This design comes from an exercise in tuning for small area on the open sky130 flow, not from production work.
Function was checked by simulation only, so behaviour that the tests miss may differ from the original.
Power figures rest on the tool's default switching activity, not on a simulated workload.

==> flow/design.v, too long to show whole: its modules and the start of the top module <==
// module requant_fa: 9 lines
// module requant_ha: 8 lines
// module requant_maj: 7 lines
// module requant_and2: 6 lines
// module requant_or2: 6 lines
// module requant_ao21: 7 lines
// module requant_pp: 6 lines
// module requant: 1572 lines
module requant (
	clk,
	ce,
	rst,
	data_in,
	sync_in,
	gain,
	data_out,
	sync_out,
	addr,
	ovfl
);
  // ...
==> flow/flow/run.sh <==
#!/bin/bash
# Standard ORFS layout, with plain buf_1 cells as the port buffers.
set -euo pipefail
bash standard.sh "BUFFER_PORTS_ARGS=-buffer_cell sky130_fd_sc_hd__buf_1" finish > make_finish.log 2>&1
==> flow/standard.sh <==
#!/bin/bash
# synth_recipe.tcl (not shown) runs the flow's synth.tcl, then flattens the netlist and writes it again
# the make line also repeats each setting of config.mk as NAME=value (left out here)
make -C /OpenROAD-flow-scripts/flow DESIGN_CONFIG=/design/flow/config.mk WORK_HOME=/design/flow/orfs CLKGATE_MAP_FILE= SYNTH_SCRIPT=/design/flow/synth_recipe.tcl "${@:-finish}"
==> flow/config.mk <==
export PLATFORM = sky130hd
export DESIGN_NAME = requant
export DESIGN_NICKNAME = requant
export VERILOG_FILES = /design/flow/design.v
export SDC_FILE = /design/flow/constraint.sdc
export NUM_CORES = 4
export LEC_CHECK = 0
export CAP_MARGIN = 20
export CORE_MARGIN = 2
export CORE_UTILIZATION = 40
export CTS_BUF_LIST = sky130_fd_sc_hd__clkbuf_8
export GPL_TIMING_DRIVEN = 0
export SLEW_MARGIN = 20
export SYNTH_HIERARCHICAL = 1
export SYNTH_MINIMUM_KEEP_SIZE = 0
==> flow/constraint.sdc <==
create_clock -name core_clock -period 7.0 [get_ports {clk}]
set_input_delay 1.4000 -clock core_clock [delete_from_list [all_inputs] [get_ports {clk}]]
set_output_delay 1.4000 -clock core_clock [all_outputs]
set_load 0.01 [all_outputs]
==> summary.txt, run 1 <==
Logic synthesis
  • Proportion of synthesized area in mux cells: 0.4998%
  • Share of Yosys cell area claimed by the top area cell type: about two fifths
  • Share of the yosys chip area belonging to registers: between 20% and 30%
  • Mapped Area: roughly 0.011 mm^2

GRT
  • Initial antenna violation count: 0
  • First-pass GRT wire length: approximately 39,000 um

Critical path
  • Worst R2R Start: im_cin_r
  • CP Class: in2reg
  • CP most frequent cell: fa_1

STA
  • Pins over their slew limit: 0
  • Tcrit/Tclk final: between 90 and 100%
  • Final number of setup-violating endpoints: 0

Finish
  • Largest regs: st2 (17), st3 (17), st4 (17)
  • Final Instance Area: about 0.012 mm^2
  • Inserted Diodes: 0
  • # clk buffers: 9
  • Multi-input logic area: approximately 0.0081 mm^2

Clocking
  • Htree depth: 3
  • Hold-fix buffers at CTS: 0
  • Num CTS Buffers: 9

Route
  • Detailed Route WL: about 23,000 um
  • Routed wl met3: 1334 um
  • Met1 WL: approximately 11,000 um
  • Drt pass-1 iters: 5
  • Final ANT Viol Nets: 0

Floorplanning
  • Row cnt: 59
  • N_taps: between 300 and 400
  • Initial core utilization: about two fifths

Power and ir drop
  • Overall power: roughly 3.8 mW
  • Clk. pwr: between 300 and 400 uW
  • Logic pwr share: approximately 66%

Run
  • Max Cap Viol: 0

Outcome
  • Status: no timing/DRC/antenna violations
==> inputs of run 2 (changes only) <==
--- a/flow/design.v
+++ b/flow/design.v
@@ -754,20 +754,20 @@
 	requant_or2 u_re_w372 (.a(re_s201), .b(re_s203), .y(re_w372));
 	requant_and2 u_re_w373 (.a(re_c204), .b(re_s221), .y(re_w373));
 	requant_or2 u_re_w374 (.a(re_c204), .b(re_s221), .y(re_w374));
 	requant_ao21 u_re_w375 (.a(re_w374), .b(re_w371), .c(re_w373), .y(re_w375));
 	requant_and2 u_re_w376 (.a(re_w374), .b(re_w372), .y(re_w376));
 	requant_ao21 u_re_w377 (.a(re_w376), .b(re_w370), .c(re_w375), .y(re_w377));
 	requant_ha u_re_s378 (.a(re_c222), .b(re_s241), .s(re_s378), .co(re_c379));
 	requant_fa u_re_s380 (.a(re_c242), .b(re_s261), .ci(re_c379), .s(re_s380), .co(re_c381));
-	requant_fa u_re_s382 (.a(re_c262), .b(re_s281), .ci(re_c381), .s(re_s382), .co(re_c383));
-	requant_ha u_re_s384 (.a(re_c282), .b(re_s301), .s(re_s384), .co(re_c385));
+	requant_ha u_re_s382 (.a(re_c262), .b(re_s281), .s(re_s382), .co(re_c383));
+	requant_fa u_re_s384 (.a(re_c282), .b(re_s301), .ci(re_c383), .s(re_s384), .co(re_c385));
 	requant_fa u_re_s386 (.a(re_c302), .b(re_s321), .ci(re_c385), .s(re_s386), .co(re_c387));
-	requant_fa u_re_s388 (.a(re_c322), .b(re_s341), .ci(re_c387), .s(re_s388), .co(re_c389));
+	requant_ha u_re_s388 (.a(re_c322), .b(re_s341), .s(re_s388), .co(re_c389));
 	requant_fa u_re_s390 (.a(re_c342), .b(re_s361), .ci(re_c389), .s(re_s390), .co(re_c391));
 	assign re_ovearly = re_ovhi | re_c344 | re_c346 | re_c348 | re_c350 | re_c352 | re_c354 | re_c356 | re_c358 | re_c360;
 	requant_or2 u_re_w392 (.a(re_ovearly), .b(re_c362), .y(re_w392));
 	requant_or2 u_re_w393 (.a(re_w392), .b(re_c391), .y(re_w393));
 	wire re_ovp = re_w393;
 	wire im_s = data_in[17];
 	wire [16:0] im_an = ~(data_in[16:0] ^ {17{im_s}});    
 	wire [16:0] im_a = ~im_an;
@@ -1444,67 +1444,71 @@
 	requant_or2 u_im_w372 (.a(im_s201), .b(im_s203), .y(im_w372));
 	requant_and2 u_im_w373 (.a(im_c204), .b(im_s221), .y(im_w373));
 	requant_or2 u_im_w374 (.a(im_c204), .b(im_s221), .y(im_w374));
 	requant_ao21 u_im_w375 (.a(im_w374), .b(im_w371), .c(im_w373), .y(im_w375));
 	requant_and2 u_im_w376 (.a(im_w374), .b(im_w372), .y(im_w376));
 	requant_ao21 u_im_w377 (.a(im_w376), .b(im_w370), .c(im_w375), .y(im_w377));
 	requant_ha u_im_s378 (.a(im_c222), .b(im_s241), .s(im_s378), .co(im_c379));
 	requant_fa u_im_s380 (.a(im_c242), .b(im_s261), .ci(im_c379), .s(im_s380), .co(im_c381));
-	requant_fa u_im_s382 (.a(im_c262), .b(im_s281), .ci(im_c381), .s(im_s382), .co(im_c383));
-	requant_ha u_im_s384 (.a(im_c282), .b(im_s301), .s(im_s384), .co(im_c385));
+	requant_ha u_im_s382 (.a(im_c262), .b(im_s281), .s(im_s382), .co(im_c383));
+	requant_fa u_im_s384 (.a(im_c282), .b(im_s301), .ci(im_c383), .s(im_s384), .co(im_c385));
 	requant_fa u_im_s386 (.a(im_c302), .b(im_s321), .ci(im_c385), .s(im_s386), .co(im_c387));
-	requant_fa u_im_s388 (.a(im_c322), .b(im_s341), .ci(im_c387), .s(im_s388), .co(im_c389));
+	requant_ha u_im_s388 (.a(im_c322), .b(im_s341), .s(im_s388), .co(im_c389));
 	requant_fa u_im_s390 (.a(im_c342), .b(im_s361), .ci(im_c389), .s(im_s390), .co(im_c391));
 	assign im_ovearly = im_ovhi | im_c344 | im_c346 | im_c348 | im_c350 | im_c352 | im_c354 | im_c356 | im_c358 | im_c360;
 	requant_or2 u_im_w392 (.a(im_ovearly), .b(im_c362), .y(im_w392));
 	requant_or2 u_im_w393 (.a(im_w392), .b(im_c391), .y(im_w393));
 	wire im_ovp = im_w393;
 	reg re_cin_r;
 	reg re_r10_0;
 	reg re_r11_0;
+	reg re_k12_r;
 	reg re_r12_0;
-	reg re_k13_r;
 	reg re_r13_0;
 	reg re_r14_0;
+	reg re_k15_r;
 	reg re_r15_0;
 	reg re_r16_0;
 	reg re_s_r;
 	reg re_ovp_r;
 	reg im_cin_r;
 	reg im_r10_0;
 	reg im_r11_0;
+	reg im_k12_r;
 	reg im_r12_0;
-	reg im_k13_r;
 	reg im_r13_0;
 	reg im_r14_0;
+	reg im_k15_r;
 	reg im_r15_0;
 	reg im_r16_0;
 	reg im_s_r;
 	reg im_ovp_r;
 	always @(posedge clk)
 		if (ce) begin
 			re_cin_r <= re_w377;
 			re_r10_0 <= re_s378;
 			re_r11_0 <= re_s380;
+			re_k12_r <= re_c381;
 			re_r12_0 <= re_s382;
-			re_k13_r <= re_c383;
 			re_r13_0 <= re_s384;
 			re_r14_0 <= re_s386;
+			re_k15_r <= re_c387;
 			re_r15_0 <= re_s388;
 			re_r16_0 <= re_s390;
 			re_s_r <= re_s;
 			re_ovp_r <= re_ovp;
 			im_cin_r <= im_w377;
 			im_r10_0 <= im_s378;
 			im_r11_0 <= im_s380;
+			im_k12_r <= im_c381;
 			im_r12_0 <= im_s382;
-			im_k13_r <= im_c383;
 			im_r13_0 <= im_s384;
 			im_r14_0 <= im_s386;
+			im_k15_r <= im_c387;
 			im_r15_0 <= im_s388;
 			im_r16_0 <= im_s390;
 			im_s_r <= im_s;
 			im_ovp_r <= im_ovp;
 		end
 	wire re2_s1;
 	wire re2_c2;
 	wire re2_s3;
@@ -1516,20 +1520,20 @@
 	wire re2_s9;
 	wire re2_c10;
 	wire re2_s11;
 	wire re2_c12;
 	wire re2_s13;
 	wire re2_c14;
 	requant_ha u_re2_s1 (.a(re_cin_r), .b(re_r10_0), .s(re2_s1), .co(re2_c2));
 	requant_ha u_re2_s3 (.a(re_r11_0), .b(re2_c2), .s(re2_s3), .co(re2_c4));
-	requant_ha u_re2_s5 (.a(re_r12_0), .b(re2_c4), .s(re2_s5), .co(re2_c6));
-	requant_fa u_re2_s7 (.a(re_k13_r), .b(re_r13_0), .ci(re2_c6), .s(re2_s7), .co(re2_c8));
+	requant_fa u_re2_s5 (.a(re_k12_r), .b(re_r12_0), .ci(re2_c4), .s(re2_s5), .co(re2_c6));
+	requant_ha u_re2_s7 (.a(re_r13_0), .b(re2_c6), .s(re2_s7), .co(re2_c8));
 	requant_ha u_re2_s9 (.a(re_r14_0), .b(re2_c8), .s(re2_s9), .co(re2_c10));
-	requant_ha u_re2_s11 (.a(re_r15_0), .b(re2_c10), .s(re2_s11), .co(re2_c12));
+	requant_fa u_re2_s11 (.a(re_k15_r), .b(re_r15_0), .ci(re2_c10), .s(re2_s11), .co(re2_c12));
 	requant_ha u_re2_s13 (.a(re_r16_0), .b(re2_c12), .s(re2_s13), .co(re2_c14));
 	wire [8:0] re_f = finish2({re2_s13, re2_s11, re2_s9, re2_s7, re2_s5, re2_s3, re2_s1}, re_s_r, re_ovp_r | re2_c14);
 	wire im2_s1;
 	wire im2_c2;
 	wire im2_s3;
 	wire im2_c4;
 	wire im2_s5;
 	wire im2_c6;
@@ -1538,20 +1542,20 @@
 	wire im2_s9;
 	wire im2_c10;
 	wire im2_s11;
 	wire im2_c12;
 	wire im2_s13;
 	wire im2_c14;
 	requant_ha u_im2_s1 (.a(im_cin_r), .b(im_r10_0), .s(im2_s1), .co(im2_c2));
 	requant_ha u_im2_s3 (.a(im_r11_0), .b(im2_c2), .s(im2_s3), .co(im2_c4));
-	requant_ha u_im2_s5 (.a(im_r12_0), .b(im2_c4), .s(im2_s5), .co(im2_c6));
-	requant_fa u_im2_s7 (.a(im_k13_r), .b(im_r13_0), .ci(im2_c6), .s(im2_s7), .co(im2_c8));
+	requant_fa u_im2_s5 (.a(im_k12_r), .b(im_r12_0), .ci(im2_c4), .s(im2_s5), .co(im2_c6));
+	requant_ha u_im2_s7 (.a(im_r13_0), .b(im2_c6), .s(im2_s7), .co(im2_c8));
 	requant_ha u_im2_s9 (.a(im_r14_0), .b(im2_c8), .s(im2_s9), .co(im2_c10));
-	requant_ha u_im2_s11 (.a(im_r15_0), .b(im2_c10), .s(im2_s11), .co(im2_c12));
+	requant_fa u_im2_s11 (.a(im_k15_r), .b(im_r15_0), .ci(im2_c10), .s(im2_s11), .co(im2_c12));
 	requant_ha u_im2_s13 (.a(im_r16_0), .b(im2_c12), .s(im2_s13), .co(im2_c14));
 	wire [8:0] im_f = finish2({im2_s13, im2_s11, im2_s9, im2_s7, im2_s5, im2_s3, im2_s1}, im_s_r, im_ovp_r | im2_c14);
 	function automatic [8:0] finish1;
 		input [6:0] q0;
 		input cin, s, ovp;
 		reg [7:0] v, r;
 		reg [8:0] cy;
 		reg ov;
==> flow/config.mk (replaced) <==
export PLATFORM = sky130hd
export DESIGN_NAME = requant
export DESIGN_NICKNAME = requant
export VERILOG_FILES = /design/flow/design.v
export SDC_FILE = /design/flow/constraint.sdc
export NUM_CORES = 4
export LEC_CHECK = 0
export ABC_CLOCK_PERIOD_IN_PS = 20000
export CAP_MARGIN = 20
export CORE_MARGIN = 2
export CORE_UTILIZATION = 65
export CTS_BUF_LIST = sky130_fd_sc_hd__clkbuf_8
export GPL_TIMING_DRIVEN = 0
export PLACE_DENSITY = 0.75
export SLEW_MARGIN = 20
export SYNTH_HIERARCHICAL = 1
export SYNTH_MINIMUM_KEEP_SIZE = 0
==> run 2 against run 1 <==
Still clean. Wire length is 5.4% lower. Highest routed layer is now met5. Fmax increased by 3.6%. Critical endpoint is now im_r14_0. Count of clock-buffer cells in the layout up 1. Clock skew up 0.0069 ns. Combinational power rose by 4%. Critical path type unchanged. Critical path depth shrank 1. Hold slack got worse by 0.0050 ns.
==> summary.txt, run 2 <==
Floorplanning
  • Die width: 131.6 um
  • I/O pin count: 80
  • Core Region: 0.01589 mm^2
  • Initial core utilization: 66.57% (+26 points)
  • Die Span Y: approximately 130 um
  • Die area: ~0.017 mm^2
  • Row cnt: 46 (-22%)

Finish
  • Sequential Area: ~0.0026 mm^2
  • Inserted Diodes: 0 (unchanged)
  • Fin cells: approximately 1,200
  • Largest regs: st2 (17), st3 (17), st4 (17)
  • NumNets Final: between 1,000 and 1,500
  • Multi-input logic area: 0.007914 mm^2 (-2.7%)
  • Area Growth Syn to Fin: 8.460%
  • Most common cell after layout, fill and taps aside: nor2_1
  • Share of layout cells above drive strength 1: about 5.6%
  • Most frequent cells in the layout: nor2_1, fa_1, buf_1
  • Filler cells: about 1,200

Logic synthesis
  • Number of flops mapped to enable cells by yosys: 75
  • Share of Yosys cell area claimed by the top area cell type: 39.75% (-0.23 points)
  • Share of the yosys chip area belonging to registers: 24.89% (+0.43 points)
  • Synth warn: 7
  • Syn Nets: 1,258
  • Most common cell in the netlist: nor2_1
  • Syn_area_per_cell: 11.38 um^2
  • Flops & latches, synth: 94
  • Post-synth top cells: nor2_1, fa_1, edfxtp_1
  • Synth unique cells: 39
  • Ys async rst share: 0%
  • Largest cells by area after synthesis: fa_1, edfxtp_1, nor2_1, ha_1, xnor2_1
  • Mapped Cells: ~930
  • Most area-hungry cell type in the Yosys netlist: fa_1
  • Mapped Area: 0.01058 mm^2 (+0.57%)
  • Dominant synthesized flop cell: edfxtp_1

Placed design
  • Placed Instances: approximately 1,200
  • HPWL after DPL: roughly 17,000 um
  • Number of buffers added on ports: 79
  • GP Congestion: 0.8455

Critical path
  • Critical path's largest stage delay: between 0.5 and 0.6 ns
  • CP most frequent cell: fa_1
  • CP Class: in2reg
  • Critical path, cell by cell: buf_1 -> buf_2 -> clkbuf_2 -> xnor2_2 -> nor2_1 -> fa_1 -> fa_1 -> fa_1 -> fa_1 -> fa_1 -> ha_1 -> ha_1 -> fa_1 -> fa_1
  • Crit-path max FO: 11
  • Critical Path AT: between 6 and 7 ns
  • Worst path slowest cell: fa_1
  • CP endpoint kind: flip-flop
  • Crit start category: primary input
  • Critical Path RT: 7.10 ns

STA
  • Slew HR: 23.63%
  • Pins over their slew limit: 0 (unchanged)
  • Worst hold margin: ~0.33 ns
  • Tightest Pin Transition: approximately 1.1 ns
  • Fin. Hold Viols: 0
  • RSZ-0062 raised after global routing: no
  • Final number of setup-violating endpoints: 0 (unchanged)
  • Clock skew: around 0.016 ns
  • Tcrit/Tclk final: 95.04% (-3.4 points)
  • Highest clock rate: roughly 150 MHz
  • Fin crit period: between 6 and 7 ns

Run
  • Max Cap Viol: 0 (unchanged)

GRT
  • Initial antenna violation count: 1 (+1)
  • First-pass GRT wire length: 37,490 um (-3.5%)
  • GR Util All Layers: a little over a quarter
  • Largest net degree at the start of global routing: 36
  • Grt total ovfl: 0
  • Vias in the first global route: 7,582

Clocking
  • Hold-fix buffers at CTS: 0 (unchanged)
  • Worst-Skew Late Latency: ~0.35 ns
  • CTS tree: done
  • Num CTS Buffers: 9 (unchanged)
  • Root Buffer: clkbuf_8
  • Post-CTS sizing: 0
  • Htree depth: 3 (unchanged)
  • Setup Buffers After CTS: 0
  • Deepest clock path buffer count: 2
  • Clk slew on worst S/H paths: around 0.090 ns
  • Clk sinks: 94

Power and ir drop
  • Pwr per Cell Area: between 300 and 400 mW/mm^2
  • LEAKAGE: 4.953 nW
  • VDD IR-drop max: ~0.00027 V
  • Overall power: 3.865 mW (+2.4%)

Route
  • DRC violations left: 0
  • Initial DRC Count: a little over 500
  • Via density: about 5.9
  • DR WL/cell: 17.78 um
  • Drt pass-1 iters: 5 (unchanged)
  • Final ANT Viol Nets: 0 (unchanged)
  • Detailed Route WL: 22,100 um (-5.4%)
  • Overall via count from detail_route: roughly 7,300

Min path
  • Worst hold path class: reg2reg

Outcome
  • Status: no timing/DRC/antenna violations
[run 2: changes by cell type after synthesis, sizes merged]
cell    before  now
edfxtp      73   75
[run 2: critical path: cells and delay by family]
kind / cells / cell delay (ns)
adders and majority gates: 9 / 3.63
buffers and inverters: 3 / 1.19
and+or+nand+nor: 1 / 0.21
xor gates and xnor gates: 1 / 0.30
[run 2: final timing paths]
kind	from	endpoint	slack, ns	depth (start not counted)
setup / recovery	data_in[17]	im_r14_0	0.35	14
setup reg to reg	im_cin_r	st2[5]	3.68	10
hold / removal	sync_fifo[2]	sync_fifo[1]	0.33	0
hold reg to reg	sync_fifo[2]	sync_fifo[1]	0.33	0
[run 2: logic make-up (layout without fill, tap and decap cells)]
group	after synthesis	in the layout	synth area share, %
AOI/OAI and AO/OA	41	41	2.768
xor gates and xnor gates	57	57	4.721
adders and majority gates	292	292	49.29
buffers and inverters	23	121	0.9820
DFF	94	94	24.89
muxes	5	5	0.4969
and+or+nand+nor	417	417	16.85
[run 2: final cells by class]
cell class,instances,share of cell area (%)
inverters,11,0.3927
clock buffers,10,1.200
well taps,216,2.356
clock inverters,6,0.3054
plain buffers,11,0.5236
repair buffers,83,3.273
multi-input cells,812,69.00
flip-flops and latches,94,22.95
[run 2: routing by layer]
layer	share of wire, %	GRT usage, %
met2	49	44.50
met4	2.2	8.031
met5	0.054	0
met1	41	38.43
met3	7.6	4.552
[run 2: Yosys stat by module (local to each module, per instance)]
module | cells | flip-flops and latches | copies in the design | area [um^2]
requant_or2 | 1 | 0 | 8 | 6.256
requant_fa | 1 | 0 | 210 | 20.02
requant | 373 | 94 | 1 | 4492
requant_maj | 1 | 0 | 14 | 11.26
requant_and2 | 1 | 0 | 8 | 6.256
requant_ao21 | 1 | 0 | 4 | 7.507
requant_pp | 1 | 0 | 264 | 3.754
requant_ha | 1 | 0 | 48 | 12.51
[run 2: metrics by stage]
step                      setup slack, ns  utilization [%]  instance area (um^2)  setup TNS (ns)
after global routing               0.1577            72.20                 11470               0
after floorplan                    0.6376                -                 10580               0
final                              0.3471            72.20                 11470               0
after detailed placement          -0.3077            70.54                 11210          -1.114
after CTS                         0.08951            71.63                 11380               0
after global placement            -0.2446            70.14                 11140         -0.7376
[run 2: power by group]
part           total [mW]  switching [mW]  internal [mW]
Combinational        2.56            1.36           1.20
Sequential          0.993          0.0431          0.950
Clock               0.312           0.175          0.138
==> inputs of run 3 (changes only) <==
--- a/flow/config.mk
+++ b/flow/config.mk
@@ -6,5 +6,5 @@
 export NUM_CORES = 4
 export LEC_CHECK = 0
-export ABC_CLOCK_PERIOD_IN_PS = 20000
+export ABC_AREA = 1
 export CAP_MARGIN = 20
 export CORE_MARGIN = 2
==> run 3 against run 2 <==
Hold slack gained 0.0031 ns. Largest power group unchanged. Core utilization down 1.2 points. Largest cell class unchanged. Cell count increased by 12%. Still clean. Non-clock buffer count is 1 higher. Setup slack lost 0.11 ns. Highest routed layer is now met4.
==> summary.txt, run 3 <==
Finish
  • Largest regs: st2 (17), st3 (17), st4 (17)
  • NumNets Final: 1,499 (+11%)
  • Filler cells: 1,272 (+8.8%)
  • Share of layout cells above drive strength 1: 5.362% (-0.29 points)
  • Area Growth Syn to Fin: 7.552%
  • Multi-input logic area: 0.007866 mm^2 (-0.60%)
  • Inserted Diodes: 0 (unchanged)
  • Most common cell after layout, fill and taps aside: nor2_1
  • Post-layout util: 70.99% (-1.2 points)
  • Most frequent cells in the layout: nor2_1, fa_1, nand2_1
  • Sequential Area: 0.002633 mm^2 (unchanged)
  • Fin cells: 1,395 (+12%)

Logic synthesis
  • Post-synthesis xor/xnor area fraction: 3.627% (-1.1 points)
  • Mapped Area: 0.01087 mm^2 (+2.8%)
  • Compound-Gate Fraction of Synth Area: 1.612% (-1.2 points)
  • Ys async rst share: 0% (unchanged)
  • Synth unique cells: 29 (-26%)
  • Largest cells by area after synthesis: fa_1, edfxtp_1, nor2_1, ha_1, nand2_1
  • Area fraction in and, or, nand and nor cells after synthesis: 20.42% (+3.6 points)
  • Main combinational cell family by area after synthesis: adder cells
  • Dominant synthesized flop cell: edfxtp_1
  • Flops & latches, synth: 94 (unchanged)
  • Mapped Cells: 1,077 (+16%)
  • Synth warn: 7 (unchanged)
  • Proportion of synthesized area in mux cells: 0% (-0.50 points)
  • Most area-hungry cell type in the Yosys netlist: fa_1
  • Adder-Cell Fraction of Synth Area: 46.51% (-2.8 points)
  • Share of the yosys chip area belonging to registers: 24.22% (-0.67 points)
  • Number of flops mapped to enable cells by yosys: 75 (unchanged)
  • Most common cell in the netlist: nor2_1
  • Share of Yosys cell area claimed by the top area cell type: 38.68% (-1.1 points)
  • Syn_area_per_cell: 10.09 um^2 (-11%)
  • Post-synth top cells: nor2_1, fa_1, nand2_1
  • Syn Nets: 1,406 (+12%)

Critical path
  • CP bufs+invs: 2 (-1)
  • CP top delay family: adder cells
  • Critical Path RT: 7.09 ns (about the same)
  • Critical path, cell by cell: buf_1 -> clkinv_1 -> nor2_1 -> fa_1 -> fa_1 -> fa_1 -> fa_1 -> fa_1 -> ha_1 -> ha_1 -> fa_1 -> fa_1
  • Crit start category: primary input
  • Worst path slowest cell: clkinv_1
  • CP endpoint kind: flip-flop
  • Critical path's largest stage delay: 1.01 ns (+0.48 ns)
  • Crit-path max FO: 28 (+17)
  • Critical Path AT: 6.85 ns (+0.10 ns)
  • CP Class: in2reg
  • CP most frequent cell: fa_1
  • Reg2Reg Setup Slack: 3.62 ns (-0.06 ns)

Placed design
  • Placed Instances: 1,379 (+12%)
  • Place WS: 0.05922 ns (+0.3669 ns)
  • HPWL after DPL: 17,180 um (+1.9%)
  • GP Congestion: 0.8781 (+3.9%)
  • Number of buffers added on ports: 79 (unchanged)

Route
  • Drt pass-1 iters: 5 (unchanged)
  • Via density: 5.576 (-4.8%)
  • Final ANT Viol Nets: 0 (unchanged)
  • DRC violations left: 0 (unchanged)
  • Detailed Route WL: 22,410 um (+1.4%)
  • Initial DRC Count: 508 (-0.97%)
  • Overall via count from detail_route: 7,779 (+6.8%)
  • DR WL/cell: 16.07 um (-9.6%)

STA
  • Final number of setup-violating endpoints: 0 (unchanged)
  • Clock skew: 0.01152 ns (-0.004154 ns)
  • Tcrit/Tclk final: 96.62% (+1.6 points)
  • Worst Slack Setup Final: 0.2368 ns (-0.1103 ns)
  • Slew HR: 21.00% (-2.6 points)
  • Fin crit period: 6.763 ns (+0.1103 ns)
  • Setup_tns: 0 ns (unchanged)
  • RSZ-0062 raised after global routing: no
  • Worst hold margin: 0.3342 ns (+0.003148 ns)
  • Pins over their slew limit: 0 (unchanged)
  • Highest clock rate: 147.9 MHz (-1.6%)
  • Tightest Pin Transition: 1.177 ns (+0.03915 ns)
  • Fin. Hold Viols: 0 (unchanged)

Clocking
  • Clk sinks: 94 (unchanged)
  • Deepest clock path buffer count: 2 (unchanged)
  • CTS tree: done
  • Htree depth: 3 (unchanged)
  • Setup Buffers After CTS: 0 (unchanged)
  • Root Buffer: clkbuf_8
  • Worst-Skew Late Latency: 0.35 ns (about the same)
  • Num CTS Buffers: 9 (unchanged)
  • Clk slew on worst S/H paths: 0.09 ns (about the same)
  • Hold-fix buffers at CTS: 0 (unchanged)
  • Post-CTS sizing: 0 (unchanged)

Floorplanning
  • Die Span Y: 133.3 um (+1.3%)
  • Die width: 133.3 um (+1.3%)
  • Die area: 0.01777 mm^2 (+2.7%)
  • Row cnt: 47 (+2.2%)
  • Core Region: 0.01647 mm^2 (+3.7%)
  • Initial core utilization: 66.00% (-0.57 points)
  • I/O pin count: 80 (unchanged)

GRT
  • Initial antenna violation count: 0 (-1)
  • Grt total ovfl: 0 (unchanged)
  • First-pass GRT wire length: 37,940 um (+1.2%)
  • GR Util All Layers: 26.99% (-0.33 points)
  • Largest net degree at the start of global routing: 37 (+2.8%)
  • Vias in the first global route: 7,969 (+5.1%)

Power and ir drop
  • VDD IR-drop max: 0.0002495 V (-9.0%)
  • LEAKAGE: 5.469 nW (+10%)
  • Pwr per Cell Area: 331.6 mW/mm^2 (-1.6%)

Outcome
  • Status: no timing/DRC/antenna violations

Run
  • Max Cap Viol: 0 (unchanged)

Min path
  • Worst hold path class: reg2reg
-- run 3: path summary, 6_finish.rpt --
check | from | endpoint | depth (start not counted)
worst min-delay path | sync_fifo[2] | sync_fifo[1] | 0
worst max-delay path | gain[3] | im_r14_0 | 12
worst max register to register | im_cin_r | st2[6] | 13
worst min register to register | sync_fifo[2] | sync_fifo[1] | 0
-- run 3: modules after synthesis (local to each module, per instance) --
module        times used  cells  flip-flops and latches
requant_and2           8      2                       0
requant_maj           14      4                       0
requant_pp           264      1                       0
requant_fa           210      1                       0
requant                1    447                      94
requant_ao21           4      3                       0
requant_ha            48      1                       0
requant_or2            8      3                       0
-- run 3: kinds of logic after synthesis --
group / Yosys count
xor+xnor: 45
buf+inv: 94
compound gates: 33
simple gates: 533
fa+ha+maj: 278
flops: 94
-- run 3: per-layer routing --
layer  wire, um  vias to the layer above  share of wire [%]  GRT usage, %
met1       9351                     3777                 42         36.74
met3       1681                       59                7.5         4.110
met4        567                        0                2.5         8.452
met5          0                        -                  0             0
li1           -                     3583                  -             -
met2      10810                      360                 48         45.50
-- run 3: where the power goes --
| part | switching (mW) | leakage, nW | internal [mW] |
|---|---|---|---|
| logic | 1.42 | 4.49 | 1.15 |
| clock network | 0.180 | 0.0851 | 0.129 |
| registers | 0.0456 | 0.891 | 0.951 |
-- run 3: final cells by class --
cell class                      count  share of cell area (%)
Clock inverter                      7                  0.3961
Tap cell                          220                   2.355
Buffer                             13                  0.7493
Clock buffer                        9                   1.060
Multi-Input combinational cell    889                   67.30
Timing Repair Buffer               82                   3.019
Sequential cell                    94                   22.52
Inverter                           81                   2.601
-- run 3: worst register-to-register path, cell delays in order, from the launching register on --
cell and delay, ns:
edfxtp_1 0.39, ha_1 0.21, ha_1 0.19, fa_1 0.36
ha_1 0.19, ha_1 0.19, fa_1 0.36, ha_1 0.18
nor2_1 0.48, inv_1 0.16, nor2_1 0.16, nand2_1 0.08
o21ai_0 0.10, xor2_1 0.09
-- run 3: stage by stage --
stage,area (um^2),power [mW]
3_3_place_gp,11440,3.501
5_1_grt,11690,4.374
2_1_floorplan,10870,2.899
6_report,11690,3.876
3_5_place_dp,11500,3.603
4_1_cts,11670,3.938
==> inputs of run 4 (changes only) <==
--- a/flow/config.mk
+++ b/flow/config.mk
@@ -6,5 +6,4 @@
 export NUM_CORES = 4
 export LEC_CHECK = 0
-export ABC_AREA = 1
 export CAP_MARGIN = 20
 export CORE_MARGIN = 2
==> run 4 against run 3 <==
Still clean on timing, DRC and antenna. Register-to-register slack better by 0.06 ns. Hold slack worse by 0.0031 ns. Cell count down 11%. Power is 0.27% lower. Count of clock-buffer cells in the layout rose by 1. Core utilization rose by 1.2 points. Wire length is 1.4% lower. Via count decreased by 6.4%.
==> summary.txt, run 4 <==
Outcome
  • Status: no timing/DRC/antenna violations

Clocking
  • Deepest clock path buffer count: 2 (unchanged)
  • Clk sinks: 94 (unchanged)
  • Num CTS Buffers: 9 (unchanged)
  • Worst-Skew Late Latency: 0.35 ns (about the same)
  • Setup Buffers After CTS: 0 (unchanged)
  • Clk slew on worst S/H paths: 0.09 ns (about the same)
  • CTS tree: done
  • Root Buffer: clkbuf_8
  • Htree depth: 3 (unchanged)

Finish
  • Share of layout cells above drive strength 1: 5.648% (+0.29 points)
  • Most frequent cells in the layout: nor2_1, fa_1, buf_1
  • Post-layout util: 72.20% (+1.2 points)
  • Most common cell after layout, fill and taps aside: nor2_1
  • Sequential Area: 0.002633 mm^2 (unchanged)
  • Multi-input logic area: 0.007914 mm^2 (+0.60%)
  • NumNets Final: 1,351 (-9.9%)
  • Inserted Diodes: 0 (unchanged)
  • Filler cells: 1,169 (-8.1%)
  • Area Growth Syn to Fin: 8.460%
  • Largest regs: st2 (17), st3 (17), st4 (17)

Route
  • Drt pass-1 iters: 5 (unchanged)
  • Overall via count from detail_route: 7,284 (-6.4%)
  • Final ANT Viol Nets: 0 (unchanged)
  • Via density: 5.860 (+5.1%)
  • DRC violations left: 0 (unchanged)
  • Detailed Route WL: 22,100 um (-1.4%)
  • DR WL/cell: 17.78 um (+11%)
  • Initial DRC Count: 513 (+0.98%)

STA
  • Clock skew: 0.01567 ns (+0.004154 ns)
  • Tightest Pin Transition: 1.137 ns (-0.03915 ns)
  • RSZ-0062 raised after global routing: no
  • Fin crit period: 6.653 ns (-0.1103 ns)
  • Pins over their slew limit: 0 (unchanged)
  • Highest clock rate: 150.3 MHz (+1.7%)
  • Worst Slack Setup Final: 0.3471 ns (+0.1103 ns)
  • Final number of setup-violating endpoints: 0 (unchanged)
  • Tcrit/Tclk final: 95.04% (-1.6 points)
  • Fin. Hold Viols: 0 (unchanged)
  • Slew HR: 23.63% (+2.6 points)

Logic synthesis
  • Largest cells by area after synthesis: fa_1, edfxtp_1, nor2_1, ha_1, xnor2_1
  • Most common cell in the netlist: nor2_1
  • Flops & latches, synth: 94 (unchanged)
  • Post-synth top cells: nor2_1, fa_1, edfxtp_1
  • Mapped Cells: 929 (-14%)
  • Mapped Area: 0.01058 mm^2 (-2.7%)
  • Synth warn: 7 (unchanged)
  • Synth unique cells: 39 (+34%)
  • Syn Nets: 1,258 (-11%)
  • Dominant synthesized flop cell: edfxtp_1
  • Most area-hungry cell type in the Yosys netlist: fa_1
  • Share of Yosys cell area claimed by the top area cell type: 39.75% (+1.1 points)
  • Ys async rst share: 0% (unchanged)
  • Number of flops mapped to enable cells by yosys: 75 (unchanged)
  • Share of the yosys chip area belonging to registers: 24.89% (+0.67 points)
  • Syn_area_per_cell: 11.38 um^2 (+13%)

Critical path
  • Crit-path max FO: 11 (-61%)
  • Critical Path RT: 7.10 ns (about the same)
  • CP Class: in2reg
  • Critical path's largest stage delay: 0.53 ns (-0.48 ns)
  • CP endpoint kind: flip-flop
  • CP most frequent cell: fa_1
  • Worst path slowest cell: fa_1
  • Critical path, cell by cell: buf_1 -> buf_2 -> clkbuf_2 -> xnor2_2 -> nor2_1 -> fa_1 -> fa_1 -> fa_1 -> fa_1 -> fa_1 -> ha_1 -> ha_1 -> fa_1 -> fa_1
  • Critical Path AT: 6.75 ns (-0.10 ns)
  • Crit start category: primary input

Floorplanning
  • Core Region: 0.01589 mm^2 (-3.5%)
  • Die area: 0.01731 mm^2 (-2.6%)
  • Die Span Y: 131.6 um (-1.3%)
  • I/O pin count: 80 (unchanged)
  • Initial core utilization: 66.57% (+0.57 points)
  • Row cnt: 46 (-2.1%)
  • Die width: 131.6 um (-1.3%)

GRT
  • Vias in the first global route: 7,582 (-4.9%)
  • Initial antenna violation count: 1 (+1)
  • First-pass GRT wire length: 37,490 um (-1.2%)
  • Grt total ovfl: 0 (unchanged)
  • Largest net degree at the start of global routing: 36 (-2.7%)
  • GR Util All Layers: 27.32% (+0.33 points)

Min path
  • Worst hold path class: reg2reg

Placed design
  • Place WS: -0.3077 ns (-0.3669 ns)
  • HPWL after DPL: 16,850 um (-1.9%)
  • GP Congestion: 0.8455 (-3.7%)
  • Number of buffers added on ports: 79 (unchanged)

Power and ir drop
  • LEAKAGE: 4.953 nW (-9.4%)
  • Overall power: 3.865 mW (-0.27%)
  • VDD IR-drop max: 0.0002741 V (+9.9%)
  • Pwr per Cell Area: 337.0 mW/mm^2 (+1.6%)

Run
  • Max Cap Viol: 0 (unchanged)
## run 4: cell count changes after synthesis, moves of 11 or more
cell and change:
inv_1 -68, a21oi_1 -11, nor2b_1 +12, a21o_1 +16, nor2_1 +17, nand2_1 -161, and2_1 +25, xnor2_1 +20
nand3_2 -17, maj3_2 +14
## run 4: worst max-delay path: cells and delay by family
| family | cells | cell delay (ns) |
|---|---|---|
| buffers and inverters | 3 | 1.19 |
| XOR/XNOR | 1 | 0.30 |
| AND/OR/NAND/NOR | 1 | 0.21 |
| adder cells (fa/ha/maj) | 9 | 3.63 |
## run 4: worst paths after layout
check               start           end  slack [ns]  cells after the start
max           data_in[17]      im_r14_0        0.35                     14
min          sync_fifo[2]  sync_fifo[1]        0.33                      0
max reg2reg      im_cin_r        st2[5]        3.68                     10
min reg2reg  sync_fifo[2]  sync_fifo[1]        0.33                      0
## run 4: final cells by class
cell class,count,share of cell area [%]
timing repair buffer,83,3.273
inverter,11,0.3927
buffer,11,0.5236
multi-input combinational,812,69.00
tap,216,2.356
sequential,94,22.95
clock inverter,6,0.3054
clock buffer,10,1.200
## run 4: logic make-up after synthesis
group                      after synthesis  synth area share [%]
and+or+nand+nor                        417                 16.85
buffers and inverters                   23                0.9820
xor gates and xnor gates                57                 4.721
DFF                                     94                 24.89
muxes                                    5                0.4969
adders and majority gates              292                 49.29
AOI/OAI and AO/OA                       41                 2.768
## run 4: per-module statistics from Yosys, one instance, submodules excluded
module	cell area, um^2	flip-flops and latches
requant_ao21	7.507	0
requant_maj	11.26	0
requant	4492	94
requant_pp	3.754	0
requant_or2	6.256	0
requant_and2	6.256	0
requant_fa	20.02	0
requant_ha	12.51	0
## run 4: timing repair
item                                    in CTS  in global routing
resized for setup                            0                  5
endpoints found under the setup margin       0                  6
hold buffers                                 0                  0
## run 4: report_power, final
part / internal, mW / leakage (nW) / switching, mW / total [mW]
Sequential: 0.950 / 0.890 / 0.0431 / 0.993
Combinational: 1.20 / 3.97 / 1.36 / 2.56
Clock: 0.138 / 0.0957 / 0.175 / 0.312
## run 4: per-layer routing
layer  track usage [%]  part of all wire [%]
met2             44.50                    49
met1             38.43                    41
met3             4.552                   7.6
met5                 0                 0.054
met4             8.031                   2.2
## run 4: per-stage QoR
step | hold slack (ns) | TNS (ns) | area, um^2 | instances
floorplan | 0.3096 | 0 | 10580 | 929
global placement | 0.3119 | -0.7376 | 11140 | 1224
detailed placement | 0.3138 | -1.114 | 11210 | 1227
CTS | 0.3341 | 0 | 11380 | 1243
global route | 0.3412 | 0 | 11470 | 1243
finish | 0.3310 | 0 | 11470 | 1243
==> inputs of run 5 (changes only) <==
--- a/flow/config.mk
+++ b/flow/config.mk
@@ -9,5 +9,5 @@
 export CORE_MARGIN = 2
 export CORE_UTILIZATION = 65
-export CTS_BUF_LIST = sky130_fd_sc_hd__clkbuf_8
+export CTS_BUF_LIST = sky130_fd_sc_hd__clkbuf_4 sky130_fd_sc_hd__clkbuf_8
 export GPL_TIMING_DRIVEN = 0
 export PLACE_DENSITY = 0.75
==> run 5 against run 4 <==
First-iteration DRC count fell by 3.7%. Wire length rose by 0.20%. Global-route usage barely moved. Clock power rose by 2%. Sequential cell count did not move. Synthesized cell count did not move. Critical path depth did not move. Via count rose by 0.12%. Clock skew barely moved. Sequential share of layout area barely moved. Fmax barely moved.
==> summary.txt, run 5 <==
Outcome
  • Status: no timing/DRC/antenna violations

Critical path
  • Terminus of the critical flop-to-flop path: st2[5]
  • Worst path slowest cell: fa_1
  • Critical Path RT: 7.10 ns (about the same)
  • Critical path, cell by cell: buf_1 -> buf_2 -> clkbuf_2 -> xnor2_2 -> nor2_1 -> fa_1 -> fa_1 -> fa_1 -> fa_1 -> fa_1 -> ha_1 -> ha_1 -> fa_1 -> fa_1
  • CP endpoint kind: flip-flop
  • Critical path's largest stage delay: 0.53 ns (about the same)
  • Crit path capture: im_r14_0
  • Critical Path AT: 6.74 ns (about the same)
  • Reg2Reg Setup Slack: 3.68 ns (about the same)
  • Crit start category: primary input
  • Crit-path max FO: 11 (unchanged)
  • CP Class: in2reg
  • Crit path launch: data_in[17]
  • CP most frequent cell: fa_1
  • R2r worst-path depth: 10 (unchanged)
  • Worst R2R Start: im_cin_r

Route
  • Routed wl met2: 10,750 um (about the same)
  • Detailed Route WL: 22,140 um (+0.20%)
  • Top routing layer used: met5
  • Drt pass-1 iters: 6 (+1)
  • Met1 WL: 9145 um (about the same)
  • Routed wl met3: 1725 um (+2.5%)
  • Initial DRC Count: 494 (-3.7%)
  • DRC violations left: 0 (unchanged)
  • DR WL/cell: 17.81 um (+0.20%)
  • Overall via count from detail_route: 7,293 (+0.12%)
  • Final ANT Viol Nets: 0 (unchanged)
  • Via density: 5.867 (+0.12%)

Run
  • Max Cap Viol: 0 (unchanged)

Min path
  • Worst hold path class: reg2reg

STA
  • RSZ-0062 raised after global routing: no
  • Worst hold margin: 0.3310 ns (-0.000001000 ns)
  • Fin crit period: 6.646 ns (-0.006493 ns)
  • Pins over their slew limit: 0 (unchanged)
  • Setup_tns: 0 ns (unchanged)
  • Fin. Hold Viols: 0 (unchanged)
  • Highest clock rate: 150.5 MHz (about the same)
  • Tightest Pin Transition: 1.144 ns (+0.006871 ns)
  • Tcrit/Tclk final: 94.95% (about the same)
  • Slew HR: 23.17% (-0.46 points)
  • Worst Slack Setup Final: 0.3536 ns (+0.006493 ns)
  • Final number of setup-violating endpoints: 0 (unchanged)
  • Clock skew: 0.01596 ns (+0.0002816 ns)

Clocking
  • Deepest clock path buffer count: 2 (unchanged)
  • Root Buffer: clkbuf_8
  • Setup Buffers After CTS: 0 (unchanged)
  • Num CTS Buffers: 9 (unchanged)
  • Post-CTS sizing: 0 (unchanged)
  • CTS tree: done
  • Clk sinks: 94 (unchanged)
  • Hold-fix buffers at CTS: 0 (unchanged)
  • Worst-Skew Late Latency: 0.35 ns (about the same)
  • Htree depth: 3 (unchanged)
  • Clk slew on worst S/H paths: 0.09 ns (about the same)

Finish
  • Area Growth Syn to Fin: 8.495% (about the same)
  • NumNets Final: 1,351 (unchanged)
  • Post-layout util: 72.23% (about the same)
  • Inserted Diodes: 0 (unchanged)
  • Fin cells: 1,243 (unchanged)
  • Largest regs: st2 (17), st3 (17), st4 (17)
  • Share of layout cells above drive strength 1: 5.745% (+0.097 points)
  • Most frequent cells in the layout: nor2_1, fa_1, buf_1
  • Final Instance Area: 0.01147 mm^2 (about the same)
  • Most common cell after layout, fill and taps aside: nor2_1

Logic synthesis
  • Share of Yosys cell area claimed by the top area cell type: 39.75% (unchanged)
  • Share of the yosys chip area belonging to registers: 24.89% (unchanged)
  • Largest cells by area after synthesis: fa_1, edfxtp_1, nor2_1, ha_1, xnor2_1
  • Synth unique cells: 39 (unchanged)
  • Ys async rst share: 0% (unchanged)
  • Synth warn: 7 (unchanged)
  • Most common cell in the netlist: nor2_1
  • Post-synth top cells: nor2_1, fa_1, edfxtp_1
  • Number of flops mapped to enable cells by yosys: 75 (unchanged)
  • Most area-hungry cell type in the Yosys netlist: fa_1
  • Mapped Area: 0.01058 mm^2 (unchanged)
  • Flops & latches, synth: 94 (unchanged)
  • Mapped Cells: 929 (unchanged)
  • Syn Nets: 1,258 (unchanged)
  • Syn_area_per_cell: 11.38 um^2 (unchanged)
  • Dominant synthesized flop cell: edfxtp_1

Power and ir drop
  • P_int: 2.292 mW (+0.23%)
  • Net Sw Frac: 40.80% (about the same)
  • LEAKAGE: 4.953 nW (about the same)
  • Pwr per Cell Area: 337.4 mW/mm^2 (+0.13%)
  • Sequential Power Share: 25.7% (about the same)
  • VDD IR-drop max: 0.0002723 V (-0.67%)
  • Clock share of power: 8.2% (about the same)
  • Overall power: 3.871 mW (+0.16%)
  • Logic pwr share: 66.1% (about the same)
  • Net Switching: 1.579 mW (about the same)

Placed design
  • Number of buffers added on ports: 79 (unchanged)
  • GP Congestion: 0.8455 (unchanged)
  • Place WS: -0.3077 ns (unchanged)
  • Placed cell areas: 0.01121 mm^2 (unchanged)
  • HPWL after DPL: 16,850 um (unchanged)
  • Placed Instances: 1,227 (unchanged)

Floorplanning
  • Die area: 0.01731 mm^2 (unchanged)
  • I/O pin count: 80 (unchanged)
  • Core Region: 0.01589 mm^2 (unchanged)
  • Die Span Y: 131.6 um (unchanged)
  • Die width: 131.6 um (unchanged)
  • Row cnt: 46 (unchanged)
  • Initial core utilization: 66.57% (unchanged)

GRT
  • Initial antenna violation count: 1 (unchanged)
  • GR Util All Layers: 27.34% (about the same)
  • Grt total ovfl: 0 (unchanged)
  • Largest net degree at the start of global routing: 36 (unchanged)
  • Vias in the first global route: 7,579 (-0.040%)
  • First-pass GRT wire length: 37,520 um (about the same)
## run 5: cell types whose count changed in the layout (fill, tap and decap cells not counted)
cell      previous run  this run
clkbuf_4             0         1
inv_1                8         7
## run 5: layout make-up
class | instances | area [um^2]
Buffer | 11 | 60.06
Clock buffer | 11 | 145.1
Clock inverter | 5 | 31.28
Fill cell | 1169 | 4412
Inverter | 11 | 45.04
Multi-Input combinational cell | 812 | 7914
Sequential cell | 94 | 2633
Tap cell | 216 | 270.3
Timing Repair Buffer | 83 | 375.4
## run 5: worst min path at each step
| stage | from | endpoint | cells after the start |
|---|---|---|---|
| 3_3_place_gp | sync_fifo[2] | sync_fifo[1] | 0 |
| 2_1_floorplan | sync_fifo[1] | sync_fifo[0] | 0 |
| 6_report | sync_fifo[2] | sync_fifo[1] | 0 |
| 5_1_grt | sync_fifo[3] | sync_fifo[2] | 0 |
| 3_5_place_dp | sync_fifo[2] | sync_fifo[1] | 0 |
| 4_1_cts | sync_fifo[2] | sync_fifo[1] | 0 |
## run 5: worst max-delay path: cells and delay by family
kind / cells / cell delay (ns)
buf+inv: 3 / 1.18
xor+xnor: 1 / 0.30
fa+ha+maj: 9 / 3.63
simple gates: 1 / 0.21
## run 5: modules after synthesis (local to each module, per instance)
| module | area (um^2) | copies in the design | cells | flops+latches |
|---|---|---|---|---|
| requant_maj | 11.26 | 14 | 1 | 0 |
| requant_and2 | 6.256 | 8 | 1 | 0 |
| requant_ha | 12.51 | 48 | 1 | 0 |
| requant_fa | 20.02 | 210 | 1 | 0 |
| requant | 4492 | 1 | 373 | 94 |
| requant_pp | 3.754 | 264 | 1 | 0 |
| requant_or2 | 6.256 | 8 | 1 | 0 |
| requant_ao21 | 7.507 | 4 | 1 | 0 |
## run 5: power groups by stage
stage	sequential, mW	clock [mW]	combinational (mW)
floorplan	0.995	0	1.83
global placement	1.00	0	2.44
detailed placement	1.01	0	2.58
CTS	0.996	0.329	2.62
global route	1.01	0.354	2.98
finish	0.994	0.318	2.56
## run 5: routing by layer
layer	up-vias	track usage (%)
li1	3240	-
met1	3655	38.50
met2	355	44.47
met3	41	4.552
met4	2	8.031
met5	-	0
## run 5: cells by family after synthesis
logic type | after synthesis | synth area share (%)
simple gates | 417 | 16.85
fa+ha+maj | 292 | 49.29
flops | 94 | 24.89
xor+xnor | 57 | 4.721
compound gates | 41 | 2.768
buf+inv | 23 | 0.9820
mux | 5 | 0.4969
==> inputs of run 6 (changes only) <==
==> flow/config.mk (replaced) <==
export PLATFORM = sky130hd
export DESIGN_NAME = requant
export DESIGN_NICKNAME = requant
export VERILOG_FILES = /design/flow/design.v
export SDC_FILE = /design/flow/constraint.sdc
export NUM_CORES = 4
export LEC_CHECK = 0
export CAP_MARGIN = 5
export CORE_MARGIN = 2
export CORE_UTILIZATION = 65
export CTS_BUF_LIST = sky130_fd_sc_hd__clkbuf_8
export GPL_TIMING_DRIVEN = 0
export PLACE_DENSITY = 0.75
export SLEW_MARGIN = 5
export SYNTH_HIERARCHICAL = 1
export SYNTH_MINIMUM_KEEP_SIZE = 0
==> run 6 against run 5 <==
Non-clock buffer count is 4 lower. Area after synthesis is the same. Cell count is 0.32% lower. Sequential share of layout area rose by 0.13 points. Count of clock-buffer cells in the layout stayed put. Fmax fell by 0.73%. Sequential power hardly changed. Sequential cell count did not move. Power grew 0.73%. Core utilization shrank 0.42 points. Critical path depth decreased by 1. Critical endpoint unchanged.
==> summary.txt, run 6 <==
Placed design
  • HPWL after DPL: 16,600 um (-1.5%)
  • Place WS: -0.3097 ns (-0.002015 ns)
  • Number of buffers added on ports: 79 (unchanged)
  • GP Congestion: 0.8455 (unchanged)

Critical path
  • CP Class: in2reg
  • CP endpoint kind: flip-flop
  • Crit-path max FO: 19 (+8)
  • R2r worst-path depth: 10 (unchanged)
  • Crit path launch: data_in[17]
  • Crit path capture: im_r14_0
  • Critical Path AT: 6.79 ns (+0.05 ns)
  • Reg2Reg Setup Slack: 3.67 ns (about the same)
  • Terminus of the critical flop-to-flop path: st2[2]
  • Critical Path RT: 7.10 ns (about the same)
  • Crit start category: primary input
  • Worst R2R Start: im_cin_r

Finish
  • Sequential Area: 0.002633 mm^2 (unchanged)
  • Multi-input logic area: 0.007876 mm^2 (-0.47%)
  • Inserted Diodes: 0 (unchanged)
  • Area Growth Syn to Fin: 7.868%
  • Share of layout cells above drive strength 1: 4.888% (-0.86 points)
  • NumNets Final: 1,347 (-0.30%)
  • Largest regs: st2 (17), st3 (17), st4 (17)
  • Most common cell after layout, fill and taps aside: nor2_1
  • Filler cells: 1,214 (+3.8%)
  • Most frequent cells in the layout: nor2_1, fa_1, buf_1
  • Post-layout util: 71.81% (-0.42 points)

Route
  • Drt pass-1 iters: 5 (-1)
  • DRC violations left: 0 (unchanged)
  • Final ANT Viol Nets: 0 (unchanged)
  • Detailed Route WL: 22,020 um (-0.54%)
  • Via density: 5.861 (-0.10%)
  • Overall via count from detail_route: 7,262 (-0.43%)
  • DR WL/cell: 17.77 um (-0.22%)
  • Initial DRC Count: 637 (+29%)

Logic synthesis
  • Share of the yosys chip area belonging to registers: 24.89% (unchanged)
  • Share of Yosys cell area claimed by the top area cell type: 39.75% (unchanged)
  • Synth unique cells: 39 (unchanged)
  • Most common cell in the netlist: nor2_1
  • Number of flops mapped to enable cells by yosys: 75 (unchanged)
  • Mapped Cells: 929 (unchanged)
  • Dominant synthesized flop cell: edfxtp_1
  • Largest cells by area after synthesis: fa_1, edfxtp_1, nor2_1, ha_1, xnor2_1
  • Synth warn: 7 (unchanged)
  • Syn Nets: 1,258 (unchanged)
  • Ys async rst share: 0% (unchanged)
  • Most area-hungry cell type in the Yosys netlist: fa_1
  • Post-synth top cells: nor2_1, fa_1, edfxtp_1
  • Mapped Area: 0.01058 mm^2 (unchanged)
  • Flops & latches, synth: 94 (unchanged)
  • Syn_area_per_cell: 11.38 um^2 (unchanged)

STA
  • Slew HR: 17.41% (-5.8 points)
  • Clock skew: 0.01241 ns (-0.003543 ns)
  • Fin crit period: 6.695 ns (+0.04906 ns)
  • Tcrit/Tclk final: 95.65% (+0.70 points)
  • Highest clock rate: 149.4 MHz (-0.73%)
  • RSZ-0062 raised after global routing: no
  • Pins over their slew limit: 0 (unchanged)
  • Worst Slack Setup Final: 0.3046 ns (-0.04906 ns)
  • Worst hold margin: 0.3319 ns (+0.0009200 ns)
  • Final number of setup-violating endpoints: 0 (unchanged)
  • Fin. Hold Viols: 0 (unchanged)
  • Tightest Pin Transition: 1.238 ns (+0.09322 ns)

Clocking
  • Setup Buffers After CTS: 0 (unchanged)
  • Worst-Skew Late Latency: 0.35 ns (about the same)
  • Post-CTS sizing: 0 (unchanged)
  • Deepest clock path buffer count: 2 (unchanged)
  • CTS tree: done
  • Hold-fix buffers at CTS: 0 (unchanged)
  • Num CTS Buffers: 9 (unchanged)
  • Htree depth: 3 (unchanged)
  • Clk slew on worst S/H paths: 0.09 ns (about the same)
  • Root Buffer: clkbuf_8
  • Clk sinks: 94 (unchanged)

Run
  • Max Cap Viol: 0 (unchanged)

Power and ir drop
  • VDD IR-drop max: 0.0002675 V (-1.8%)
  • Pwr per Cell Area: 341.9 mW/mm^2 (+1.3%)
  • P_int: 2.327 mW (+1.5%)
  • Logic pwr share: 65.0% (-1.1 points)
  • Clock share of power: 9.4% (+1.2 points)
  • LEAKAGE: 4.917 nW (-0.72%)
  • Sequential Power Share: 25.5% (-0.2 points)
  • Net Switching: 1.573 mW (-0.39%)
  • Net Sw Frac: 40.34% (-0.46 points)

Floorplanning
  • Die area: 0.01731 mm^2 (unchanged)
  • I/O pin count: 80 (unchanged)
  • Row cnt: 46 (unchanged)
  • Die Span Y: 131.6 um (unchanged)
  • Initial core utilization: 66.57% (unchanged)
  • Die width: 131.6 um (unchanged)
  • Core Region: 0.01589 mm^2 (unchanged)

Min path
  • Worst hold path class: reg2reg

GRT
  • Vias in the first global route: 7,715 (+1.8%)
  • Grt total ovfl: 0 (unchanged)
  • Initial antenna violation count: 0 (-1)
  • First-pass GRT wire length: 37,240 um (-0.74%)
  • Largest net degree at the start of global routing: 45 (+25%)
  • GR Util All Layers: 27.14% (-0.20 points)

Outcome
  • Status: no timing/DRC/antenna violations
-- run 6: cell types whose count changed in the layout (fill, tap and decap cells not counted), sizes merged --
| cell | change |
|---|---|
| clkbuf | -1 |
| bufinv | +1 |
| inv | +4 |
| buf | -3 |
| clkinv | -6 |
| clkinvlp | +1 |
-- run 6: cells by family after synthesis --
kind of cell | count (synthesis) | share of synthesized area [%]
flip-flops | 94 | 24.89
multiplexers | 5 | 0.4969
XOR/XNOR | 57 | 4.721
adder cells (fa/ha/maj) | 292 | 49.29
buffers and inverters | 23 | 0.9820
AO/OA/AOI/OAI | 41 | 2.768
AND/OR/NAND/NOR | 417 | 16.85
-- run 6: routing by layer --
metal / wire length [um] / global-route usage (%) / vias up / share of wire (%)
met3: 1508 / 4.051 / 31 / 6.8
met4: 368 / 7.609 / 0 / 1.7
met2: 10720 / 45.23 / 309 / 49
met5: 0 / 0 / - / 0
li1: - / - / 3224 / -
met1: 9423 / 37.70 / 3698 / 43
-- run 6: area by class of cell --
class	count	area share, %
timing repair buffer	80	2.786
clock inverter	5	0.5484
tap	216	2.369
sequential	94	23.08
multi-input combinational	812	69.05
clock buffer	11	1.327
inverter	11	0.3620
buffer	10	0.4826
-- run 6: metrics by stage --
| step | total power, mW | instances | area, um^2 | setup TNS (ns) |
|---|---|---|---|---|
| 2_1_floorplan | 2.828 | 929 | 10580 | 0 |
| 3_3_place_gp | 3.446 | 1224 | 11140 | -0.7376 |
| 3_5_place_dp | 3.577 | 1225 | 11160 | -1.198 |
| 4_1_cts | 3.969 | 1241 | 11380 | 0 |
| 5_1_grt | 4.384 | 1239 | 11410 | 0 |
| 6_report | 3.900 | 1239 | 11410 | 0 |
-- run 6: modules after synthesis (local to each module, per instance), a selection --
module	copies in the design	area, um^2	flops+latches	cells inside
requant_pp	264	3.754	0	1
requant_ao21	4	7.507	0	1
requant_maj	14	11.26	0	1
requant	1	4492	94	373
requant_fa	210	20.02	0	1
requant_or2	8	6.256	0	1
requant_and2	8	6.256	0	1
-- run 6: worst max-delay path: stages --
cell and delay (ns):
buf_1 0.21, buf_2 0.37, xnor2_1 0.95, nor2_1 0.15
fa_1 0.56, fa_1 0.43, fa_1 0.43, fa_1 0.53
fa_1 0.43, ha_1 0.29, ha_1 0.19, fa_1 0.39
fa_1 0.44
-- run 6: worst min path at each step --
stage | end | cells past startpoint | slack [ns] | from
finish | sync_fifo[1] | 0 | 0.33 | sync_fifo[2]
global route | sync_fifo[2] | 0 | 0.34 | sync_fifo[3]
CTS | sync_fifo[1] | 0 | 0.33 | sync_fifo[2]
detailed placement | sync_fifo[1] | 0 | 0.31 | sync_fifo[2]
global placement | sync_fifo[1] | 0 | 0.31 | sync_fifo[2]
floorplan | sync_fifo[0] | 0 | 0.31 | sync_fifo[1]
-- run 6: power by group through the flow --
stage	logic (mW)	registers (mW)	clock network [mW]
global placement	2.44	1.00	0
detailed placement	2.57	1.01	0
CTS	2.59	0.997	0.379
finish	2.54	0.995	0.368
floorplan	1.83	0.995	0
global route	2.97	1.01	0.400
==> inputs of run 7 (changes only) <==
--- a/flow/config.mk
+++ b/flow/config.mk
@@ -6,5 +6,5 @@
 export NUM_CORES = 4
 export LEC_CHECK = 0
-export CAP_MARGIN = 5
+export CAP_MARGIN = 0
 export CORE_MARGIN = 2
 export CORE_UTILIZATION = 65
@@ -12,5 +12,5 @@
 export GPL_TIMING_DRIVEN = 0
 export PLACE_DENSITY = 0.75
-export SLEW_MARGIN = 5
+export SLEW_MARGIN = 0
 export SYNTH_HIERARCHICAL = 1
 export SYNTH_MINIMUM_KEEP_SIZE = 0
==> run 7 against run 6 <==
Wire length decreased by 0.90%. First-iteration DRC count decreased by 26%. Setup slack gained 0.0093 ns. Critical endpoint unchanged. Die area unchanged. Area after synthesis unchanged. Clock power fell by 8.2%. Clock skew grew 0.0027 ns. Cell count unchanged. Sequential share of layout area increased by 0.084 points. Still clean on timing, DRC and antenna. Combinational power is essentially flat.
==> summary.txt, run 7 <==
Outcome
  • Status: no timing/DRC/antenna violations

Placed design
  • Placed cell areas: 0.01116 mm^2 (unchanged)
  • Place WS: -0.2474 ns (+0.06231 ns)
  • Number of buffers added on ports: 79 (unchanged)
  • HPWL after DPL: 16,540 um (-0.37%)
  • GP Congestion: 0.8455 (unchanged)

Floorplanning
  • Die Span Y: 131.6 um (unchanged)
  • Core Region: 0.01589 mm^2 (unchanged)
  • I/O pin count: 80 (unchanged)
  • Die width: 131.6 um (unchanged)
  • Initial core utilization: 66.57% (unchanged)
  • Die area: 0.01731 mm^2 (unchanged)
  • Row cnt: 46 (unchanged)

Finish
  • Filler cells: 1,224 (+0.82%)
  • Final Instance Area: 0.01137 mm^2 (-0.36%)
  • Share of layout cells above drive strength 1: 4.399% (-0.49 points)
  • Largest regs: st2 (17), st3 (17), st4 (17)
  • Inserted Diodes: 0 (unchanged)
  • NumNets Final: 1,347 (unchanged)
  • Most frequent cells in the layout: nor2_1, fa_1, buf_1
  • Area Growth Syn to Fin: 7.478%
  • Most common cell after layout, fill and taps aside: nor2_1

Logic synthesis
  • Post-synth top cells: nor2_1, fa_1, edfxtp_1
  • Most area-hungry cell type in the Yosys netlist: fa_1
  • Syn Nets: 1,258 (unchanged)
  • Share of the yosys chip area belonging to registers: 24.89% (unchanged)
  • Share of Yosys cell area claimed by the top area cell type: 39.75% (unchanged)
  • Flops & latches, synth: 94 (unchanged)
  • Synth warn: 7 (unchanged)
  • Most common cell in the netlist: nor2_1
  • Synth unique cells: 39 (unchanged)
  • Syn_area_per_cell: 11.38 um^2 (unchanged)
  • Largest cells by area after synthesis: fa_1, edfxtp_1, nor2_1, ha_1, xnor2_1
  • Ys async rst share: 0% (unchanged)
  • Dominant synthesized flop cell: edfxtp_1
  • Number of flops mapped to enable cells by yosys: 75 (unchanged)
  • Mapped Cells: 929 (unchanged)
  • Mapped Area: 0.01058 mm^2 (unchanged)

Clocking
  • Worst-Skew Late Latency: 0.36 ns (about the same)
  • Deepest clock path buffer count: 2 (unchanged)
  • CTS tree: done
  • Num CTS Buffers: 9 (unchanged)
  • Setup Buffers After CTS: 0 (unchanged)
  • Post-CTS sizing: 0 (unchanged)
  • Clk sinks: 94 (unchanged)
  • Htree depth: 3 (unchanged)
  • Clk slew on worst S/H paths: 0.08 ns (about the same)
  • Root Buffer: clkbuf_8
  • Hold-fix buffers at CTS: 0 (unchanged)

GRT
  • Grt total ovfl: 0 (unchanged)
  • Vias in the first global route: 7,537 (-2.3%)
  • GR Util met2: 44.53% (-0.70 points)
  • Largest net degree at the start of global routing: 46 (+2.2%)
  • Global routing's busiest layer: met2
  • Initial antenna violation count: 1 (+1)
  • First-pass GRT wire length: 36,900 um (-0.91%)
  • GR Util All Layers: 26.84% (-0.29 points)
  • Routing usage on met1: 37.59% (-0.11 points)
  • Met3 usage: 4.128% (+0.077 points)

STA
  • Highest clock rate: 149.6 MHz (+0.14%)
  • Final number of setup-violating endpoints: 0 (unchanged)
  • Clock skew: 0.01507 ns (+0.002660 ns)
  • Tcrit/Tclk final: 95.52% (-0.13 points)
  • Slew HR: 15.85% (-1.6 points)
  • RSZ-0062 raised after global routing: no
  • Worst hold margin: 0.3323 ns (+0.0003480 ns)
  • Worst Slack Setup Final: 0.3139 ns (+0.009348 ns)
  • Fin. Hold Viols: 0 (unchanged)
  • Fin crit period: 6.686 ns (-0.009348 ns)
  • Pins over their slew limit: 0 (unchanged)
  • Tightest Pin Transition: 1.261 ns (+0.02338 ns)

Critical path
  • Crit-path max FO: 19 (unchanged)
  • Crit start category: primary input
  • Critical Path AT: 6.79 ns (about the same)
  • CP endpoint kind: flip-flop
  • CP Class: in2reg
  • Critical Path RT: 7.10 ns (about the same)

Route
  • Overall via count from detail_route: 7,246 (-0.22%)
  • Final ANT Viol Nets: 0 (unchanged)
  • Initial DRC Count: 469 (-26%)
  • DRC violations left: 0 (unchanged)
  • Detailed Route WL: 21,820 um (-0.90%)
  • Drt pass-1 iters: 5 (unchanged)
  • DR WL/cell: 17.61 um (-0.90%)
  • Via density: 5.848 (-0.22%)

Power and ir drop
  • VDD IR-drop max: 0.0002697 V (+0.83%)
  • Pwr per Cell Area: 340.7 mW/mm^2 (-0.34%)
  • LEAKAGE: 4.907 nW (-0.20%)

Min path
  • Worst hold path class: reg2reg

Run
  • Max Cap Viol: 0 (unchanged)
run 7: cell types whose count changed in the layout (fill, tap and decap cells not counted), sizes merged:
| cell | change |
|---|---|
| clkinv | +2 |
| inv | +2 |
| clkinvlp | -2 |
| clkbuf | -2 |
run 7: kinds of logic (layout without fill, tap and decap cells):
logic type | Yosys count | in the layout | synth area share, %
and+or+nand+nor | 417 | 417 | 16.85
adders and majority gates | 292 | 292 | 49.29
AOI/OAI and AO/OA | 41 | 41 | 2.768
muxes | 5 | 5 | 0.4969
DFF | 94 | 94 | 24.89
xor gates and xnor gates | 57 | 57 | 4.721
buffers and inverters | 23 | 117 | 0.9820
run 7: critical path, stage by stage:
cell and delay (ns):
buf_1 0.20, buf_2 0.36, xnor2_1 0.96, nor2_1 0.15, fa_1 0.56, fa_1 0.43, fa_1 0.44, fa_1 0.53
fa_1 0.43, ha_1 0.30, ha_1 0.19, fa_1 0.39, fa_1 0.44
run 7: final timing paths:
check        cells past startpoint  slack, ns          from            to
max                             13       0.31   data_in[17]      im_r14_0
min                              0       0.33  sync_fifo[2]  sync_fifo[1]
max reg2reg                     10       3.70      im_cin_r        st2[2]
min reg2reg                      0       0.33  sync_fifo[2]  sync_fifo[1]
run 7: metrics by stage:
stage / setup TNS (ns) / util, % / std cells / total power, mW
finish: 0 / 71.55 / 1239 / 3.873
global route: 0 / 71.55 / 1239 / 4.340
CTS: 0 / 71.46 / 1241 / 3.944
detailed placement: -0.8064 / 70.27 / 1225 / 3.577
global placement: -0.7376 / 70.14 / 1224 / 3.446
floorplan: 0 / - / 929 / 2.828
run 7: where the power goes:
group	switching, mW	internal, mW	total, mW	leakage [nW]
Combinational	1.35	1.19	2.54	3.91
Sequential	0.0430	0.950	0.993	0.890
Clock	0.174	0.163	0.338	0.104
run 7: per-module statistics from Yosys (local to each module, per instance):
| module | flops+latches | cells inside | times used | cell area (um^2) |
|---|---|---|---|---|
| requant | 94 | 373 | 1 | 4492 |
| requant_fa | 0 | 1 | 210 | 20.02 |
| requant_ha | 0 | 1 | 48 | 12.51 |
| requant_maj | 0 | 1 | 14 | 11.26 |
| requant_ao21 | 0 | 1 | 4 | 7.507 |
| requant_and2 | 0 | 1 | 8 | 6.256 |
| requant_or2 | 0 | 1 | 8 | 6.256 |
| requant_pp | 0 | 1 | 264 | 3.754 |
run 7: final cells by class:
| class | instances | area (um^2) | share of cell area, % |
|---|---|---|---|
| Tap cell | 216 | 270.3 | 2.378 |
| Multi-Input combinational cell | 812 | 7861 | 69.17 |
| Clock buffer | 9 | 123.9 | 1.090 |
| Timing Repair Buffer | 80 | 317.8 | 2.796 |
| Sequential cell | 94 | 2633 | 23.16 |
| Clock inverter | 7 | 63.81 | 0.5614 |
| Inverter | 11 | 41.29 | 0.3633 |
| Buffer | 10 | 55.05 | 0.4844 |
run 7: metal layers:
| metal | vias up | part of all wire, % |
|---|---|---|
| met4 | 2 | 1.9 |
| met1 | 3667 | 42 |
| met2 | 318 | 49 |
| met3 | 32 | 7.0 |
| li1 | 3227 | - |
| met5 | - | 0.032 |

==> static timing again, ports no longer ideal <==
Ports are ideal in the flow. The routed layouts listed here were re-timed in OpenROAD.
Step 1: set_driving_cell puts a clkbuf_16 on clk and a buf_2 on each other input, an assumption about the parent block.
Step 2 times the ports against the registers' clock, not the clock port: input delays grow and output delays shrink by t, the midpoint of the rising clock arrivals with the driver on.
Three values: ideal, step 1, step 2; two values: the first two.
run | shift t [ns] | slack for setup (ns) | hold slack, ns | pins driven straight from the clock port
run 1 | 0.385 | 0.111 / 0.123 / -0.262 | 0.336 / 0.336 / 0.336 | 1
run 2 | 0.384 | 0.347 / 0.361 / -0.022 | 0.331 / 0.331 / 0.331 | 1
run 3 | 0.374 | 0.237 / 0.245 / -0.129 | 0.334 / 0.334 / 0.334 | 1
run 4 | 0.384 | 0.347 / 0.361 / -0.022 | 0.331 / 0.331 / 0.331 | 1
run 5 | 0.382 | 0.354 / 0.367 / -0.015 | 0.331 / 0.331 / 0.331 | 1
run 6 | 0.378 | 0.305 / 0.319 / -0.059 | 0.332 / 0.332 / 0.332 | 1
run 7 | 0.383 | 0.314 / 0.326 / -0.057 | 0.332 / 0.332 / 0.332 | 1
With both steps, setup timing fails in every run listed, where it was met with ideal ports. The setup slack of run 1, which loses most, moves by +0.012 ns with the drivers and by -0.373 ns with both steps.
